Context: an optimization exercise on an open-source flow, tuned for a short achievable clock period and few clock cycles. The choices shown serve that exercise and are no tape-out recipe.
The RTL was checked by simulation tests, not by an equivalence proof against the original design.
Power figures rest on the tool's default switching activity, not on a simulated workload.

==> job 6675 <==
==> flow/design.v (excerpt) <==
module one_hz_cpu (
    input  logic        clk,
    input  logic        rst,
    output logic [31:0] pc,
    input  logic [31:0] inst_rdata,
    output logic        inst_read,
    input  logic        inst_resp,
    output logic [31:0] data_address,
    input  logic [31:0] data_rdata,
    output logic [31:0] data_wdata,
    output logic        data_read,
    output logic        data_write,
    output logic [3:0]  data_mbe,
    input  logic        data_resp
);
==> flow/config.mk <==
export PLATFORM = sky130hd
export DESIGN_NAME = one_hz_cpu
export DESIGN_NICKNAME = one_hz_cpu
export VERILOG_FILES = /design/flow/design.v
export SDC_FILE = /design/flow/constraint.sdc
export NUM_CORES = 4
export LEC_CHECK = 0
export ABC_CLOCK_PERIOD_IN_PS = 3000
export CAP_MARGIN = 20
export CORE_MARGIN = 2
export CORE_UTILIZATION = 40
export SLEW_MARGIN = 20
export SYNTH_HIERARCHICAL = 1
==> flow/constraint.sdc <==
create_clock -name core_clock -period 10.0 [get_ports {clk}]
set_input_delay 2.0000 -clock core_clock [delete_from_list [all_inputs] [get_ports {clk}]]
set_output_delay 2.0000 -clock core_clock [all_outputs]
set_load 0.01 [all_outputs]
standard.sh (not shown) runs the stock make flow with config.mk's settings and CLKGATE_MAP_FILE= SYNTH_SCRIPT=/design/flow/synth_recipe.tcl, a recipe that flattens the netlist after the stock synthesis.
==> flow/flow/run.sh <==
#!/bin/bash
set -euo pipefail
bash standard.sh SETUP_SLACK_MARGIN=8 TNS_END_PERCENT=5 finish > flow_make.log 2>&1
==> inputs of job 6762, as changes to job 6675 <==
--- a/flow/design.v
+++ b/flow/design.v
@@ -1,71 +1,8 @@
-module gp_node (
-    input  logic gh,
-    input  logic ph,
-    input  logic gl,
-    input  logic pl,
-    output logic g,
-    output logic p
-);
-    assign g = gh | (ph & gl);
-    assign p = ph & pl;
-endmodule
-module ks_add32 (
-    input  logic [31:0] a,
-    input  logic [31:0] b,
-    input  logic        cin,
-    output logic [31:0] s,
-    output logic        cout
-);
-    logic [31:0] g0, p0, x;
-    logic [31:0] g [6];
-    logic [31:0] p [6];
-    assign x  = a ^ b;
-    assign g0 = (a & b) | {31'd0, x[0] & cin};
-    assign p0 = x;
-    assign g[0] = g0;
-    assign p[0] = p0;
-    for (genvar k = 1; k <= 5; k++) begin : lvl
-        for (genvar i = 0; i < 32; i++) begin : bit_
-            if (i >= (1 << (k - 1))) begin : n
-                gp_node u (.gh(g[k-1][i]), .ph(p[k-1][i]),
-                           .gl(g[k-1][i - (1 << (k - 1))]), .pl(p[k-1][i - (1 << (k - 1))]),
-                           .g(g[k][i]), .p(p[k][i]));
-            end else begin : w
-                assign g[k][i] = g[k-1][i];
-                assign p[k][i] = p[k-1][i];
-            end
-        end
-    end
-    assign s = x ^ {g[5][30:0], cin};
-    assign cout = g[5][31];
-endmodule
-module cmp32 (
-    input  logic [31:0] a,
-    input  logic [31:0] b,
-    output logic        ltu,
-    output logic        lts,
-    output logic        eq
-);
-    logic [31:0] l [6];
-    logic [31:0] e [6];
-    assign l[0] = ~a & b;
-    assign e[0] = ~(a ^ b);
-    for (genvar k = 1; k <= 5; k++) begin : lvl
-        for (genvar i = 0; i < (32 >> k); i++) begin : n
-            gp_node u (.gh(l[k-1][2*i+1]), .ph(e[k-1][2*i+1]),
-                       .gl(l[k-1][2*i]), .pl(e[k-1][2*i]),
-                       .g(l[k][i]), .p(e[k][i]));
-        end
-    end
-    assign ltu = l[5][0];
-    assign eq  = e[5][0];
-    assign lts = (a[31] ^ b[31]) ? a[31] : ltu;
-endmodule
 module one_hz_cpu (
     input  logic        clk,
     input  logic        rst,
     output logic [31:0] pc,
     input  logic [31:0] inst_rdata,
     output logic        inst_read,
     input  logic        inst_resp,
     output logic [31:0] data_address,
@@ -98,21 +35,21 @@
     logic [29:0] q_tgtj [4];     
     logic [29:0] q_tgtb [4];
     logic [29:0] q_pc4  [4];
     logic        q_pt   [4];
     logic        q_hit  [4];
     logic [1:0]  q_ctr  [4];
     logic [2:0]  qn;
     logic [29:0] link_d, link_ex;
-    logic [63:0] btb_v;
-    logic [7:0]  btb_tag [64];
-    logic [29:0] btb_tgt [64];
-    logic [1:0]  btb_typ [64];
-    logic [1:0]  btb_ctr [64];
+    logic [127:0] btb_v;
+    logic [7:0]  btb_tag [128];
+    logic [29:0] btb_tgt [128];
+    logic [1:0]  btb_typ [128];
+    logic [1:0]  btb_ctr [128];
     logic        ex_valid;
     logic [3:0]  ex_aluop;
     logic [31:0] ex_a, ex_b, ex_s;
     logic        ex_am, ex_bm, ex_sm;
     logic [29:0] ex_pn;
     logic        ex_br, ex_jal, ex_jalr, ex_link, ex_ret, ex_call;
     logic [2:0]  ex_f3;
     logic        ex_pt, ex_hit;
@@ -133,24 +70,24 @@
     logic [2:0]  w_f3;
     logic [1:0]  w_alo;
     logic [31:0] w_data;
     logic [31:0] rf [32];
     assign pc = {fpc, 2'b00};
     assign inst_read = ireq;
     logic        acc_i;
     assign acc_i = ireq & (~ibusy | inst_resp);
-    logic [5:0]  bidx;
+    logic [6:0]  bidx;
     logic        b_hit, b_pt;
     logic [29:0] b_next, fpc4;
     logic [1:0]  b_typ, b_ctr;
-    assign bidx  = fpc[5:0];
+    assign bidx  = fpc[6:0];
     assign b_typ = btb_typ[bidx];
     assign b_ctr = btb_ctr[bidx];
-    assign b_hit = btb_v[bidx] & (btb_tag[bidx] == fpc[13:6]);
+    assign b_hit = btb_v[bidx] & (btb_tag[bidx] == fpc[14:7]);
     assign b_pt  = b_hit & ((b_typ != T_BR) | b_ctr[1]);
     assign fpc4  = fpc + 30'd1;
     assign b_next = ~b_pt ? fpc4 : (b_typ == T_RET ? link_d : btb_tgt[bidx]);
     logic push;
     assign push = inst_resp & ibusy & ~idrop;
     logic [2:0] qn_push;
     assign qn_push = qn + {2'b0, push};
     always_ff @(posedge clk) begin
@@ -369,27 +306,23 @@
     logic [31:0] a, b, s;
     assign a = ex_am ? m_res : ex_a;
     assign b = ex_bm ? m_res : ex_b;
     assign s = ex_sm ? m_res : ex_s;
     logic [31:0] sum, diff, alu_out;
     logic        slt, sltu;
     logic [31:0] sum_rr, sum_mr, sum_rm, sum_mm;
     logic [32:0] dif_rr, dif_mr, dif_rm;
-    logic c_rr, c_mr, c_rm;
-    ks_add32 add_rr (.a(ex_a), .b(ex_b), .cin(1'b0), .s(sum_rr), .cout());
-    ks_add32 add_mr (.a(m_res), .b(ex_b), .cin(1'b0), .s(sum_mr), .cout());
-    ks_add32 add_rm (.a(ex_a), .b(m_res), .cin(1'b0), .s(sum_rm), .cout());
+    assign sum_rr = ex_a + ex_b;
+    assign sum_mr = m_res + ex_b;
+    assign sum_rm = ex_a + m_res;
     assign sum_mm = {m_res[30:0], 1'b0};
-    ks_add32 sub_rr (.a(ex_a), .b(~ex_b), .cin(1'b1), .s(dif_rr[31:0]), .cout(c_rr));
-    ks_add32 sub_mr (.a(m_res), .b(~ex_b), .cin(1'b1), .s(dif_mr[31:0]), .cout(c_mr));
-    ks_add32 sub_rm (.a(ex_a), .b(~m_res), .cin(1'b1), .s(dif_rm[31:0]), .cout(c_rm));
-    assign dif_rr[32] = ~c_rr;
-    assign dif_mr[32] = ~c_mr;
-    assign dif_rm[32] = ~c_rm;
+    assign dif_rr = {1'b0, ex_a} - {1'b0, ex_b};
+    assign dif_mr = {1'b0, m_res} - {1'b0, ex_b};
+    assign dif_rm = {1'b0, ex_a} - {1'b0, m_res};
     assign sum = ex_am ? (ex_bm ? sum_mm : sum_mr) : (ex_bm ? sum_rm : sum_rr);
     logic [32:0] dif;
     assign dif = ex_am ? (ex_bm ? 33'd0 : dif_mr) : (ex_bm ? dif_rm : dif_rr);
     assign diff = dif[31:0];
     assign sltu = dif[32];
     assign slt  = (a[31] ^ b[31]) ? a[31] : dif[31];
     always_comb begin
         case (ex_aluop)
@@ -401,23 +334,28 @@
             4'd5:    alu_out = a ^ b;
             4'd6:    alu_out = a >> b[4:0];
             4'd7:    alu_out = $signed(a) >>> b[4:0];
             4'd8:    alu_out = a | b;
             default: alu_out = a & b;
         endcase
     end
     logic eq, blt, bltu, taken;
-    logic        eq_rr, eq_mr, eq_rm, lu_rr, lu_mr, lu_rm, ls_rr, ls_mr, ls_rm;
-    cmp32 cmp_rr (.a(ex_a), .b(ex_s), .ltu(lu_rr), .lts(ls_rr), .eq(eq_rr));
-    cmp32 cmp_mr (.a(m_res), .b(ex_s), .ltu(lu_mr), .lts(ls_mr), .eq(eq_mr));
-    cmp32 cmp_rm (.a(ex_a), .b(m_res), .ltu(lu_rm), .lts(ls_rm), .eq(eq_rm));
-    assign eq   = ex_am ? (ex_sm ? 1'b1 : eq_mr) : (ex_sm ? eq_rm : eq_rr);
-    assign bltu = ex_am ? (ex_sm ? 1'b0 : lu_mr) : (ex_sm ? lu_rm : lu_rr);
-    assign blt  = ex_am ? (ex_sm ? 1'b0 : ls_mr) : (ex_sm ? ls_rm : ls_rr);
+    logic [32:0] cd_rr, cd_mr, cd_rm, cd;
+    logic        eq_rr, eq_mr, eq_rm;
+    assign cd_rr = {1'b0, ex_a} - {1'b0, ex_s};
+    assign cd_mr = {1'b0, m_res} - {1'b0, ex_s};
+    assign cd_rm = {1'b0, ex_a} - {1'b0, m_res};
+    assign eq_rr = ex_a == ex_s;
+    assign eq_mr = m_res == ex_s;
+    assign eq_rm = ex_a == m_res;
+    assign cd = ex_am ? (ex_sm ? 33'd0 : cd_mr) : (ex_sm ? cd_rm : cd_rr);
+    assign eq = ex_am ? (ex_sm ? 1'b1 : eq_mr) : (ex_sm ? eq_rm : eq_rr);
+    assign bltu = cd[32];
+    assign blt  = (a[31] ^ s[31]) ? a[31] : cd[31];
     always_comb begin
         case (ex_f3)
             3'd0:    taken = eq;
             3'd1:    taken = ~eq;
             3'd4:    taken = blt;
             3'd5:    taken = ~blt;
             3'd6:    taken = bltu;
             default: taken = ~bltu;
@@ -460,40 +398,40 @@
             bw = 1'b1;
         end else if (ex_jalr) begin
             bw = 1'b1;
             bw_typ = ex_ret ? T_RET : T_JMP;
             bw_tgt = sum[31:2];
         end
     end
     logic        u_we;
-    logic [13:0] u_pc;
+    logic [14:0] u_pc;
     logic [29:0] u_tgt;
     logic [1:0]  u_typ, u_ctr;
     always_ff @(posedge clk) begin
         if (rst) u_we <= 1'b0;
         else u_we <= ex_fire & bw;
-        u_pc  <= ex_pc[13:0];
+        u_pc  <= ex_pc[14:0];
         u_tgt <= bw_tgt;
         u_typ <= bw_typ;
         u_ctr <= bw_ctr;
     end
     always_ff @(posedge clk) begin
         if (rst) begin
-            btb_v <= 64'd0;
+            btb_v <= 128'd0;
         end else if (u_we) begin
-            btb_v[u_pc[5:0]] <= 1'b1;
+            btb_v[u_pc[6:0]] <= 1'b1;
         end
     end
     always_ff @(posedge clk) begin
         if (u_we) begin
-            btb_tag[u_pc[5:0]] <= u_pc[13:6];
-            btb_tgt[u_pc[5:0]] <= u_tgt;
-            btb_typ[u_pc[5:0]] <= u_typ;
-            btb_ctr[u_pc[5:0]] <= u_ctr;
+            btb_tag[u_pc[6:0]] <= u_pc[14:7];
+            btb_tgt[u_pc[6:0]] <= u_tgt;
+            btb_typ[u_pc[6:0]] <= u_typ;
+            btb_ctr[u_pc[6:0]] <= u_ctr;
         end
     end
     always_ff @(posedge clk) begin
         if (rst) begin
             link_d  <= 30'd0;
             link_ex <= 30'd0;
         end else begin
             if (ex_fire & ex_call) link_ex <= ex_pc4;
SYNTH_HIERARCHICAL = unset   (was 1)
==> inputs of job 7251, as changes to job 6675 <==
--- a/flow/design.v
+++ b/flow/design.v
@@ -78,16 +78,19 @@
 );
     localparam [29:0] START = 30'h18;  
     localparam [1:0] T_BR  = 2'd0;
     localparam [1:0] T_JMP = 2'd1;
     localparam [1:0] T_RET = 2'd2;
     logic        freeze;         
     logic        ex_redir;       
     logic [29:0] ex_target;
+    logic        mr_redir;       
+    logic [29:0] mr_target;
+    logic        d_done;         
     logic        d_redir;        
     logic [29:0] d_target;
     logic        d_fire;         
     logic [29:0] fpc;
     logic        ireq;
     logic        ibusy, idrop;
     logic [29:0] o_pc, o_pn;
     logic        o_pt, o_hit;
@@ -104,17 +107,17 @@
     logic [2:0]  qn;
     logic [29:0] link_d, link_ex;
     logic [63:0] btb_v;
     logic [7:0]  btb_tag [64];
     logic [29:0] btb_tgt [64];
     logic [1:0]  btb_typ [64];
     logic [1:0]  btb_ctr [64];
     logic        ex_valid;
-    logic [3:0]  ex_aluop;
+    logic [10:0] ex_op;          
     logic [31:0] ex_a, ex_b, ex_s;
     logic        ex_am, ex_bm, ex_sm;
     logic [29:0] ex_pn;
     logic        ex_br, ex_jal, ex_jalr, ex_link, ex_ret, ex_call;
     logic [2:0]  ex_f3;
     logic        ex_pt, ex_hit;
     logic [1:0]  ex_ctr;
     logic [29:0] ex_tgt, ex_pc4, ex_pc;
@@ -155,29 +158,29 @@
     assign qn_push = qn + {2'b0, push};
     always_ff @(posedge clk) begin
         if (rst) begin
             fpc   <= START;
             ireq  <= 1'b1;
             ibusy <= 1'b0;
             idrop <= 1'b0;
         end else begin
-            if (ex_redir)      fpc <= ex_target;
+            if (mr_redir)      fpc <= mr_target;
             else if (d_redir)  fpc <= d_target;
             else if (acc_i)    fpc <= b_next;
             if (acc_i) begin
                 ibusy <= 1'b1;
-                idrop <= ex_redir | d_redir;
+                idrop <= mr_redir | d_redir;
             end else if (inst_resp) begin
                 ibusy <= 1'b0;
                 idrop <= 1'b0;
-            end else if (ex_redir | d_redir) begin
+            end else if (mr_redir | d_redir) begin
                 idrop <= 1'b1;
             end
-            if (ex_redir | d_redir)
+            if (mr_redir | d_redir)
                 ireq <= 1'b1;
             else
                 ireq <= (qn_push + {2'b0, acc_i | (ibusy & ~inst_resp)}) <= 3'd3;
         end
     end
     always_ff @(posedge clk) begin
         if (acc_i) begin
             o_pc  <= fpc;
@@ -185,18 +188,20 @@
             o_pt  <= b_pt;
             o_hit <= b_hit;
             o_ctr <= b_ctr;
         end
     end
     logic pop;
     assign pop = d_fire;
     always_ff @(posedge clk) begin
-        if (rst | ex_redir | d_redir) begin
+        if (rst | mr_redir) begin
             qn <= 3'd0;
+        end else if (d_redir) begin
+            qn <= d_fire ? 3'd0 : 3'd1;
         end else begin
             qn <= qn + {2'b0, push} - {2'b0, pop};
         end
     end
     logic [29:0] n_tgt_j, n_tgt_b, o_pc4;
     assign n_tgt_j = o_pc + {{12{inst_rdata[31]}}, inst_rdata[19:12], inst_rdata[20], inst_rdata[30:22]};
     assign n_tgt_b = o_pc + {{20{inst_rdata[31]}}, inst_rdata[7], inst_rdata[30:25], inst_rdata[11:9]};
     assign o_pc4 = o_pc + 30'd1;
@@ -321,29 +326,33 @@
     assign interlock = ((ex_valid & ex_wen & ex_load) &
                         ((use1 & (ex_rd == rs1)) | (use2 & (ex_rd == rs2)))) |
                        ((m_valid & m_wen & m_load) &
                         ((use1 & (m_rd == rs1)) | (use2 & (m_rd == rs2))));
     logic sel1, sel2;
     assign sel1 = ex_fwd_ok && ex_rd == rs1;
     assign sel2 = ex_fwd_ok && ex_rd == rs2;
     assign d_fire  = d_valid & ~interlock & ~freeze;
-    assign d_redir = d_fire & (d_take_jal | d_take_br | d_take_ret | d_unpred);
+    assign d_redir = d_valid & ~d_done & (d_take_jal | d_take_br | d_take_ret | d_unpred);
+    always_ff @(posedge clk) begin
+        if (rst | mr_redir | d_fire) d_done <= 1'b0;
+        else if (d_redir) d_done <= 1'b1;
+    end
     logic [31:0] jexp;
     assign jexp = d_take_ret ? {link_d, 2'b00} : {d_pn, 2'b00} - imm_i;
     always_ff @(posedge clk) begin
-        if (rst | ex_redir) begin
+        if (rst | mr_redir) begin
             ex_valid <= 1'b0;
         end else if (~freeze) begin
             ex_valid <= d_fire;
         end
     end
     always_ff @(posedge clk) begin
         if (~freeze) begin
-            ex_aluop <= aluop;
+            ex_op    <= (is_jal | is_jalr) ? 11'b1 << 10 : 11'b1 << aluop;
             ex_a     <= is_lui ? 32'd0 : is_auipc ? {d_pc, 2'b00} : r1;
             ex_b     <= is_op ? r2 : imm;
             ex_s     <= r2;
             ex_am    <= ~(is_lui | is_auipc) & sel1;
             ex_bm    <= is_op & sel2;
             ex_sm    <= sel2;
             ex_pn    <= n_pn;
             ex_br    <= is_br;
@@ -386,30 +395,29 @@
     assign dif_mr[32] = ~c_mr;
     assign dif_rm[32] = ~c_rm;
     assign sum = ex_am ? (ex_bm ? sum_mm : sum_mr) : (ex_bm ? sum_rm : sum_rr);
     logic [32:0] dif;
     assign dif = ex_am ? (ex_bm ? 33'd0 : dif_mr) : (ex_bm ? dif_rm : dif_rr);
     assign diff = dif[31:0];
     assign sltu = dif[32];
     assign slt  = (a[31] ^ b[31]) ? a[31] : dif[31];
-    always_comb begin
-        case (ex_aluop)
-            4'd0:    alu_out = sum;
-            4'd1:    alu_out = diff;
-            4'd2:    alu_out = a << b[4:0];
-            4'd3:    alu_out = {31'd0, slt};
-            4'd4:    alu_out = {31'd0, sltu};
-            4'd5:    alu_out = a ^ b;
-            4'd6:    alu_out = a >> b[4:0];
-            4'd7:    alu_out = $signed(a) >>> b[4:0];
-            4'd8:    alu_out = a | b;
-            default: alu_out = a & b;
-        endcase
-    end
+    logic [31:0] sra;
+    assign sra = $signed(a) >>> b[4:0];
+    assign alu_out = ({32{ex_op[0]}} & sum) |
+                     ({32{ex_op[1]}} & diff) |
+                     ({32{ex_op[2]}} & (a << b[4:0])) |
+                     ({32{ex_op[3]}} & {31'd0, slt}) |
+                     ({32{ex_op[4]}} & {31'd0, sltu}) |
+                     ({32{ex_op[5]}} & (a ^ b)) |
+                     ({32{ex_op[6]}} & (a >> b[4:0])) |
+                     ({32{ex_op[7]}} & sra) |
+                     ({32{ex_op[8]}} & (a | b)) |
+                     ({32{ex_op[9]}} & (a & b)) |
+                     ({32{ex_op[10]}} & {ex_pc4, 2'b00});
     logic eq, blt, bltu, taken;
     logic        eq_rr, eq_mr, eq_rm, lu_rr, lu_mr, lu_rm, ls_rr, ls_mr, ls_rm;
     cmp32 cmp_rr (.a(ex_a), .b(ex_s), .ltu(lu_rr), .lts(ls_rr), .eq(eq_rr));
     cmp32 cmp_mr (.a(m_res), .b(ex_s), .ltu(lu_mr), .lts(ls_mr), .eq(eq_mr));
     cmp32 cmp_rm (.a(ex_a), .b(m_res), .ltu(lu_rm), .lts(ls_rm), .eq(eq_rm));
     assign eq   = ex_am ? (ex_sm ? 1'b1 : eq_mr) : (ex_sm ? eq_rm : eq_rr);
     assign bltu = ex_am ? (ex_sm ? 1'b0 : lu_mr) : (ex_sm ? lu_rm : lu_rr);
     assign blt  = ex_am ? (ex_sm ? 1'b0 : ls_mr) : (ex_sm ? ls_rm : ls_rr);
@@ -432,17 +440,29 @@
     always_comb begin
         if (ex_br)        mispred = (taken != ex_pt) | (taken & ex_tgtmis);
         else if (ex_jal)  mispred = ex_tgtmis;
         else if (ex_jalr) mispred = ~ex_pt | ~(ex_am ? jeq_m : jeq_r);
         else              mispred = 1'b0;
     end
     logic ex_fire;
     assign ex_fire = ex_valid & ~freeze;
-    assign ex_redir = ex_fire & mispred;
+    assign ex_redir = ex_fire & mispred & ~mr_redir;
+    logic [29:0] mr_sum, mr_tgt, mr_pc4;
+    logic        mr_jalr, mr_taken;
+    always_ff @(posedge clk) begin
+        if (rst) mr_redir <= 1'b0;
+        else mr_redir <= ex_redir;
+        mr_sum   <= sum[31:2];
+        mr_tgt   <= ex_tgt;
+        mr_pc4   <= ex_pc4;
+        mr_jalr  <= ex_jalr;
+        mr_taken <= taken | ~ex_br;
+    end
+    assign mr_target = mr_jalr ? mr_sum : mr_taken ? mr_tgt : mr_pc4;
     assign ex_target = ex_jalr ? sum[31:2] : (ex_br & ~taken) ? ex_pc4 : ex_tgt;
     logic       bw;
     logic [1:0] bw_typ, bw_ctr;
     logic [29:0] bw_tgt;
     always_comb begin
         bw = 1'b0;
         bw_typ = T_JMP;
         bw_ctr = 2'd2;
@@ -465,17 +485,17 @@
         end
     end
     logic        u_we;
     logic [13:0] u_pc;
     logic [29:0] u_tgt;
     logic [1:0]  u_typ, u_ctr;
     always_ff @(posedge clk) begin
         if (rst) u_we <= 1'b0;
-        else u_we <= ex_fire & bw;
+        else u_we <= ex_fire & bw & ~mr_redir;
         u_pc  <= ex_pc[13:0];
         u_tgt <= bw_tgt;
         u_typ <= bw_typ;
         u_ctr <= bw_ctr;
     end
     always_ff @(posedge clk) begin
         if (rst) begin
             btb_v <= 64'd0;
@@ -491,19 +511,19 @@
             btb_ctr[u_pc[5:0]] <= u_ctr;
         end
     end
     always_ff @(posedge clk) begin
         if (rst) begin
             link_d  <= 30'd0;
             link_ex <= 30'd0;
         end else begin
-            if (ex_fire & ex_call) link_ex <= ex_pc4;
-            if (ex_redir)
-                link_d <= ex_call ? ex_pc4 : link_ex;
+            if (ex_fire & ex_call & ~mr_redir) link_ex <= ex_pc4;
+            if (mr_redir)
+                link_d <= link_ex;
             else if (d_fire & is_call)
                 link_d <= d_pc4;
         end
     end
     logic [1:0]  alo;
     logic [3:0]  mbe;
     logic [31:0] wd;
     assign alo = sum[1:0];
@@ -523,27 +543,27 @@
     logic m_mem;
     assign m_mem = data_read | data_write;
     always_ff @(posedge clk) begin
         if (rst) begin
             m_valid    <= 1'b0;
             data_read  <= 1'b0;
             data_write <= 1'b0;
         end else if (~freeze) begin
-            m_valid    <= ex_valid;
-            data_read  <= ex_valid & ex_load;
-            data_write <= ex_valid & ex_store;
+            m_valid    <= ex_valid & ~mr_redir;
+            data_read  <= ex_valid & ~mr_redir & ex_load;
+            data_write <= ex_valid & ~mr_redir & ex_store;
         end
     end
     always_ff @(posedge clk) begin
         if (~freeze) begin
             m_wen        <= ex_wen;
             m_load       <= ex_load;
             m_rd         <= ex_rd;
-            m_res        <= ex_link ? {ex_pc4, 2'b00} : alu_out;
+            m_res        <= alu_out;
             m_f3         <= ex_f3;
             m_alo        <= alo;
             data_address <= {sum[31:2], 2'b00};
             data_mbe     <= mbe;
             data_wdata   <= wd;
         end
     end
     always_ff @(posedge clk) begin
==> run summary <==
* Tot Pwr at about 140 mW
* Layout check faults: antenna rules
* Worst slew margin at 15.1%
* #MultiIn Comb at 9,336
* Hold Path End: u_pc[5]
* Drt wl/cell at between 30 and 40 um
* Top cell by count, worst path: buf_12
* Area Overhead vs Synth at 19.6%
* Final instance area at just over 400,000 um2
* # Taps at ~11,000
* Worst-path fanout max at 9
* Post-Syn Instances at roughly 19,000
* FP Rows at 336
* Post-DRT Antenna Nets at 1
* Status: failed layout checks
That was job 6762.
==> run summary <==
* Status: timing/DRC/antenna clean
* Hold Path End: u_pc[12]
* Post-DRT Antenna Nets at 0
* Final instance area at 292,000 um2
* Tot Pwr at approximately 110 mW
* Top cell by count, worst path: a21o_1
* Drt wl/cell at 35.8 um
* FP Rows at 284
* Worst-path fanout max at 11
* Post-Syn Instances at 14,900
* #MultiIn Comb at 8,580
* # Taps at 8,008
* Area Overhead vs Synth at 21.9%
That was job 6675.
==> run summary <==
* Hold Path End: mr_tgt[22]
* Post-Syn Instances at ~15,000
* Dpl hpwl at around 500,000 um
* #MultiIn Comb at 8,292
* Drt wl/cell at 35.9 um
* Worst slew margin at 18.5%
* # Taps at approximately 8,000
* Final instance area at 293,000 um2
* Setup bufs post-CTS at around 440
* Clock Tree Root: clkbuf_16
* FP Rows at 284
* Vias in the first global route at ~140k
* Post-DRT Antenna Nets at 0
* Tot Pwr at 108 mW
* Worst-path fanout max at 7
* Status: timing/DRC/antenna clean
That was job 7251.
Testbench counts of job 6675, summed over its fixed seeds: cycles 163,016.
Testbench counts of job 6762, summed over its fixed seeds: cycles 161,501.
Testbench counts of job 7251, summed over its fixed seeds: cycles 165,802.

afterwards: timing with drivers on the ports:
The flow's constraints put no driver on any port. The routed layouts listed below were extracted and timed again, unchanged, in two steps.
Step 1: set_driving_cell puts a clkbuf_16 on clk and a buf_2 on each other input, an assumption about the parent block.
Step 2, shift: input delay + t, output delay - t, t = (earliest + latest rising clock arrival at the registers) / 2. This alone moves slack from input paths to output paths.
a / b / c = ideal ports / drivers / drivers and shift; a / b = the first two.
run | shift t [ns] | setup WS [ns] | worst hold slack (ns)
job 6675 | 1.183 | 5.428 / 5.428 / 4.864 | 0.355 / 0.355 / 0.355
job 6762 | 1.289 | 4.961 / 4.961 / 4.582 | 0.342 / 0.342 / 0.342
job 7251 | 1.204 | 5.629 / 5.629 / 4.689 | 0.418 / 0.418 / 0.418
The setup slack of job 7251, which loses most, moves by 0.000 ns with the drivers and by -0.940 ns with both steps.
